From an optimization exercise on the open Yosys and OpenROAD flow, aimed at small area, a short achievable clock period and few clock cycles per item; shortcuts taken in it are not production practice.
Only simulation tests tie the RTL to the original design; equivalence was not proved.
Power figures rest on the tool's default switching activity, not on a simulated workload.

Setup of run A:
## Fib
module Fib
(
  input  clk,
  input  reset,
  input signed [32-1 : 0] fib_n,
  output signed [64-1 : 0] fib_return,
  output  fib_busy,
  input  fib_req
);
  wire [63:0] romv;
  wire r0866;
  wire r0867;
  wire r0868;
  wire r0869;
  wire r0870;
  wire r0871;
  wire r0872;
  wire r0873;
  wire r0874;
  wire r0875;
  wire r0876;
  wire r0877;
  wire r0878;
  wire r0879;
  wire r0880;
  wire r0881;
  wire r0882;
  wire r0883;
  wire r0884;
  wire r0885;
  wire r0886;
  wire r0887;
  wire r0888;
  wire r0889;
  wire r0890;
  wire r0891;
  wire r0892;
  wire r0893;
  wire r0894;
  wire r0895;
  wire r0896;
  wire r0897;
  wire r0898;
  wire r0899;
  wire r0900;
  wire r0901;
  wire r0902;
  wire r0903;
  wire r0904;
  wire r0905;
  wire r0906;
  wire r0907;
  wire r0908;
  wire r0909;
  wire r0910;
  wire r0911;
  wire r0912;
  wire r0913;
  wire r0914;
  wire r0915;
  wire r0916;
  wire r0917;
  wire r0918;
  wire r0919;
  wire r0920;
  wire r0921;
  wire r0922;
  wire r0923;
  wire r0924;
  wire r0925;
  wire r0926;
  wire r0927;
  wire r0928;
  wire r0929;
  wire r0930;
  wire r0931;
  wire r0932;
  wire r0933;
  wire r0934;
  wire r0935;
  wire r0936;
  wire r0937;
  wire r0938;
  wire r0939;
  wire r0940;
  wire r0941;
  wire r0942;
  wire r0943;
  wire r0944;
  wire r0945;
  wire r0946;
  wire r0947;
  wire r0948;
  wire r0949;
  wire r0950;
  wire r0951;
  wire r0952;
  wire r0953;
  wire r0954;
  wire r0955;
  wire r0956;
  wire r0957;
  wire r0958;
  wire r0959;
  wire r0960;
  wire r0961;
  wire r0962;
  wire r0963;
  wire r0964;
  wire r0965;
  wire r0966;
  wire r0967;
  wire r0968;
  wire r0969;
  wire r0970;
  wire r0971;
  wire r0972;
  ...
For scale: roughly 1100 cells after synthesis, roughly 170 flip-flops, about 100 I/O pins, roughly 8600 sq um of cells after synthesis.
Settings: LEC_CHECK=0, ABC_AREA=1, CAP_MARGIN=20, CORE_MARGIN=2, CORE_UTILIZATION=40, PLACE_DENSITY=0.75, SETUP_SLACK_MARGIN=2.5, SLEW_MARGIN=20; clock period 5.0 ns.
standard.sh (not shown) runs the stock make flow with config.mk's settings and CLKGATE_MAP_FILE= SYNTH_SCRIPT=/design/flow/synth_recipe.tcl, a recipe that flattens the netlist after the stock synthesis.
==> flow/flow/run.sh <==
#!/bin/bash
# The standard layout (standard.sh), with three choices made here:
#  - ports are buffered with buf_1,
#  - the clock tree uses clkbuf_8 and no dummy loads,
#  - the slow 4-input NOR/OR cells are added to the platform's don't-use list.
set -euo pipefail
export BUFFER_PORTS_ARGS="-buffer_cell sky130_fd_sc_hd__buf_1"
export CTS_ARGS="-sink_clustering_enable -repair_clock_nets -buf_list sky130_fd_sc_hd__clkbuf_8 -dont_use_dummy_load"
platform_dont_use=$(make -s -f - <<EOM
PLATFORM_DIR=$FLOW_HOME/platforms/sky130hd
include $FLOW_HOME/platforms/sky130hd/config.mk
all:
	@echo \$(DONT_USE_CELLS)
EOM
)
extra=""
for c in nor4 nor4b nor4bb or4 or4b or4bb; do for s in 1 2 4; do extra="$extra sky130_fd_sc_hd__${c}_$s"; done; done
echo "DONT_USE_CELLS=$platform_dont_use$extra" > dont_use.log
bash standard.sh "DONT_USE_CELLS=$platform_dont_use$extra" finish > standard_flow.log 2>&1
Testbench counts of run A, summed over its fixed seeds: cycles 1,024, requests 1,024.
Input-level comparison between run B and run A:
- SETUP_SLACK_MARGIN: 2.5 -> 2.6
- PLACE_DENSITY: 0.75 -> unset
==> flow/flow/run.sh <==
#!/bin/bash
set -euo pipefail
export BUFFER_PORTS_ARGS="-buffer_cell sky130_fd_sc_hd__buf_1"
export CTS_ARGS="-sink_clustering_enable -repair_clock_nets -buf_list sky130_fd_sc_hd__clkbuf_8 -dont_use_dummy_load"
bash standard.sh > standard_flow.log 2>&1
[summary]
- Where highest ir drop seen on vdd is concerned, run A is better than run B.
- First-pass GRT wire length ended up about 2% higher on run B than on run A.
- Run B vs run A: static power due to leakage up slightly
- nor2_2 as the critical-path cell with the highest stage delay was reported by run A, and ha_4 by run B.
- Relative to run A, total core area has decreased by 0.32% in run B.
- Worst hold slack after final layout of run A is on par with run B.
- [compare] base=run A new=run B: total chip power shows a reduction of about 0.3%; cell area went up; data required time at the worst endpoint went down by 70 ps; area growth from synthesis to layout moved up.
Input changes introduced in run C (baseline for comparison: run B):
- SETUP_SLACK_MARGIN now 2.5, was 2.6
- CORE_UTILIZATION now 50, was 40
[diff] post-route cell area, run C relative to run B: improvement. The wire length reported for run C is smaller than that of run B by about 8%. In run C, the number of buffers inserted by post-CTS setup repair came out 3 below the value in run B. Sequential share of layout area for run C: 1.6 points up relative to run B. Run C: slew at the pin closest to its max-slew limit is 120 ps higher than what run B reported.

---

== v53 ==
Fib again, from the RTL that the note above started with.
==> flow/config.mk <==
export PLATFORM = sky130hd
export DESIGN_NAME = Fib
export DESIGN_NICKNAME = Fib
export VERILOG_FILES = /design/flow/design.v
export SDC_FILE = /design/flow/constraint.sdc
export NUM_CORES = 4
export LEC_CHECK = 0
export ABC_AREA = 1
export CAP_MARGIN = 20
export CORE_MARGIN = 2
export CORE_UTILIZATION = 40
export PLACE_DENSITY = 0.75
export SETUP_SLACK_MARGIN = 2.5
export SLEW_MARGIN = 20
==> flow/constraint.sdc <==
create_clock -name core_clock -period 5.0 [get_ports {clk}]
set_input_delay 1.0000 -clock core_clock [delete_from_list [all_inputs] [get_ports {clk}]]
set_output_delay 1.0000 -clock core_clock [all_outputs]
set_load 0.01 [all_outputs]
==> flow/flow/run.sh <==
#!/bin/bash
set -euo pipefail
export BUFFER_PORTS_ARGS="-buffer_cell sky130_fd_sc_hd__buf_1"
export CTS_ARGS="-sink_clustering_enable -repair_clock_nets -buf_list sky130_fd_sc_hd__clkbuf_8 -dont_use_dummy_load"
bash standard.sh > standard_flow.log 2>&1
Testbench counts of v53, summed over its fixed seeds: cycles 1,024, requests 1,024.
#### Input delta (v18 over v53)
# v53
export LEC_CHECK = 0
export ABC_AREA = 1
export CAP_MARGIN = 20
export CORE_MARGIN = 2
export CORE_UTILIZATION = 40
export PLACE_DENSITY = 0.75
export SETUP_SLACK_MARGIN = 2.5
export SLEW_MARGIN = 20
create_clock -name core_clock -period 5.0 [get_ports {clk}]
# v18
export LEC_CHECK = 0
export ABC_AREA = 1
export CAP_MARGIN = 20
export CORE_MARGIN = 2
export CORE_UTILIZATION = 40
export PLACE_DENSITY = 0.75
export SETUP_SLACK_MARGIN = 2.5
export SLEW_MARGIN = 20
export TNS_END_PERCENT = 5
create_clock -name core_clock -period 5.0 [get_ports {clk}]
Notes after the runs:
Cmp v18 vs v53: fmax lower in v18. v18 against v53: routing usage on met3 dropped 0.46 points, internal power contribution dropped 0.65%.
For v49, these inputs were changed with respect to v18:
# v18
export LEC_CHECK = 0
export ABC_AREA = 1
export CAP_MARGIN = 20
export CORE_MARGIN = 2
export CORE_UTILIZATION = 40
export PLACE_DENSITY = 0.75
export SETUP_SLACK_MARGIN = 2.5
export SLEW_MARGIN = 20
export TNS_END_PERCENT = 5
create_clock -name core_clock -period 5.0 [get_ports {clk}]
# v49
export LEC_CHECK = 0
export ABC_AREA = 1
export CAP_MARGIN = 20
export CORE_MARGIN = 2
export CORE_UTILIZATION = 40
export SETUP_SLACK_MARGIN = 2.5
export SLEW_MARGIN = 20
export TNS_END_PERCENT = 5
create_clock -name core_clock -period 5.0 [get_ports {clk}]
Notes after the runs:
Post-route clock period utilization (v49 over v18): increase, 0.53 points
Higher largest fanout on the critical path was reported by v18, not v49.
On sequential cell area share, v49 and v18 are neck and neck.
v18 has lower maximum single-stage delay on the critical path than v49.

[port drivers added, routing unchanged]
The results above use ideal ports. As a check the final layouts listed here were re-extracted and re-timed, cells and wires unchanged.
Step 1 (the two cells are an assumption about what drives the block):
set clk [get_ports {clk}]
set_driving_cell -lib_cell sky130_fd_sc_hd__clkbuf_16 $clk
set_driving_cell -lib_cell sky130_fd_sc_hd__buf_2 [delete_from_list [all_inputs] $clk]
Step 2 adds t to the input delays and takes it off the output delays; t is the mean of the earliest and latest rising clock arrival at the registers after step 1. Input paths then give back, and output paths get back, about the clock's delay inside the block.
Slacks: ideal / step 1 / step 2; pairs: ideal / step 1.
run	t, ns	slack for setup (ns)	worst setup path at the end	slew at the worst register clock pin (ns)
run A	0.483	2.386 / 2.412 / 1.930	input to register	0.10 / 0.10
run B	0.477	2.438 / 2.434 / 1.957	input to register	0.11 / 0.11
run C	0.489	2.358 / 2.365 / 1.877	input to register	0.10 / 0.10
v53	0.499	2.440 / 2.459 / 1.960	input to register	0.12 / 0.12
v18	0.485	2.392 / 2.410 / 1.926	input to register	0.10 / 0.10
v49	0.492	2.365 / 2.396 / 1.904	input to register	0.12 / 0.12
After both steps every run listed still meets setup and hold.
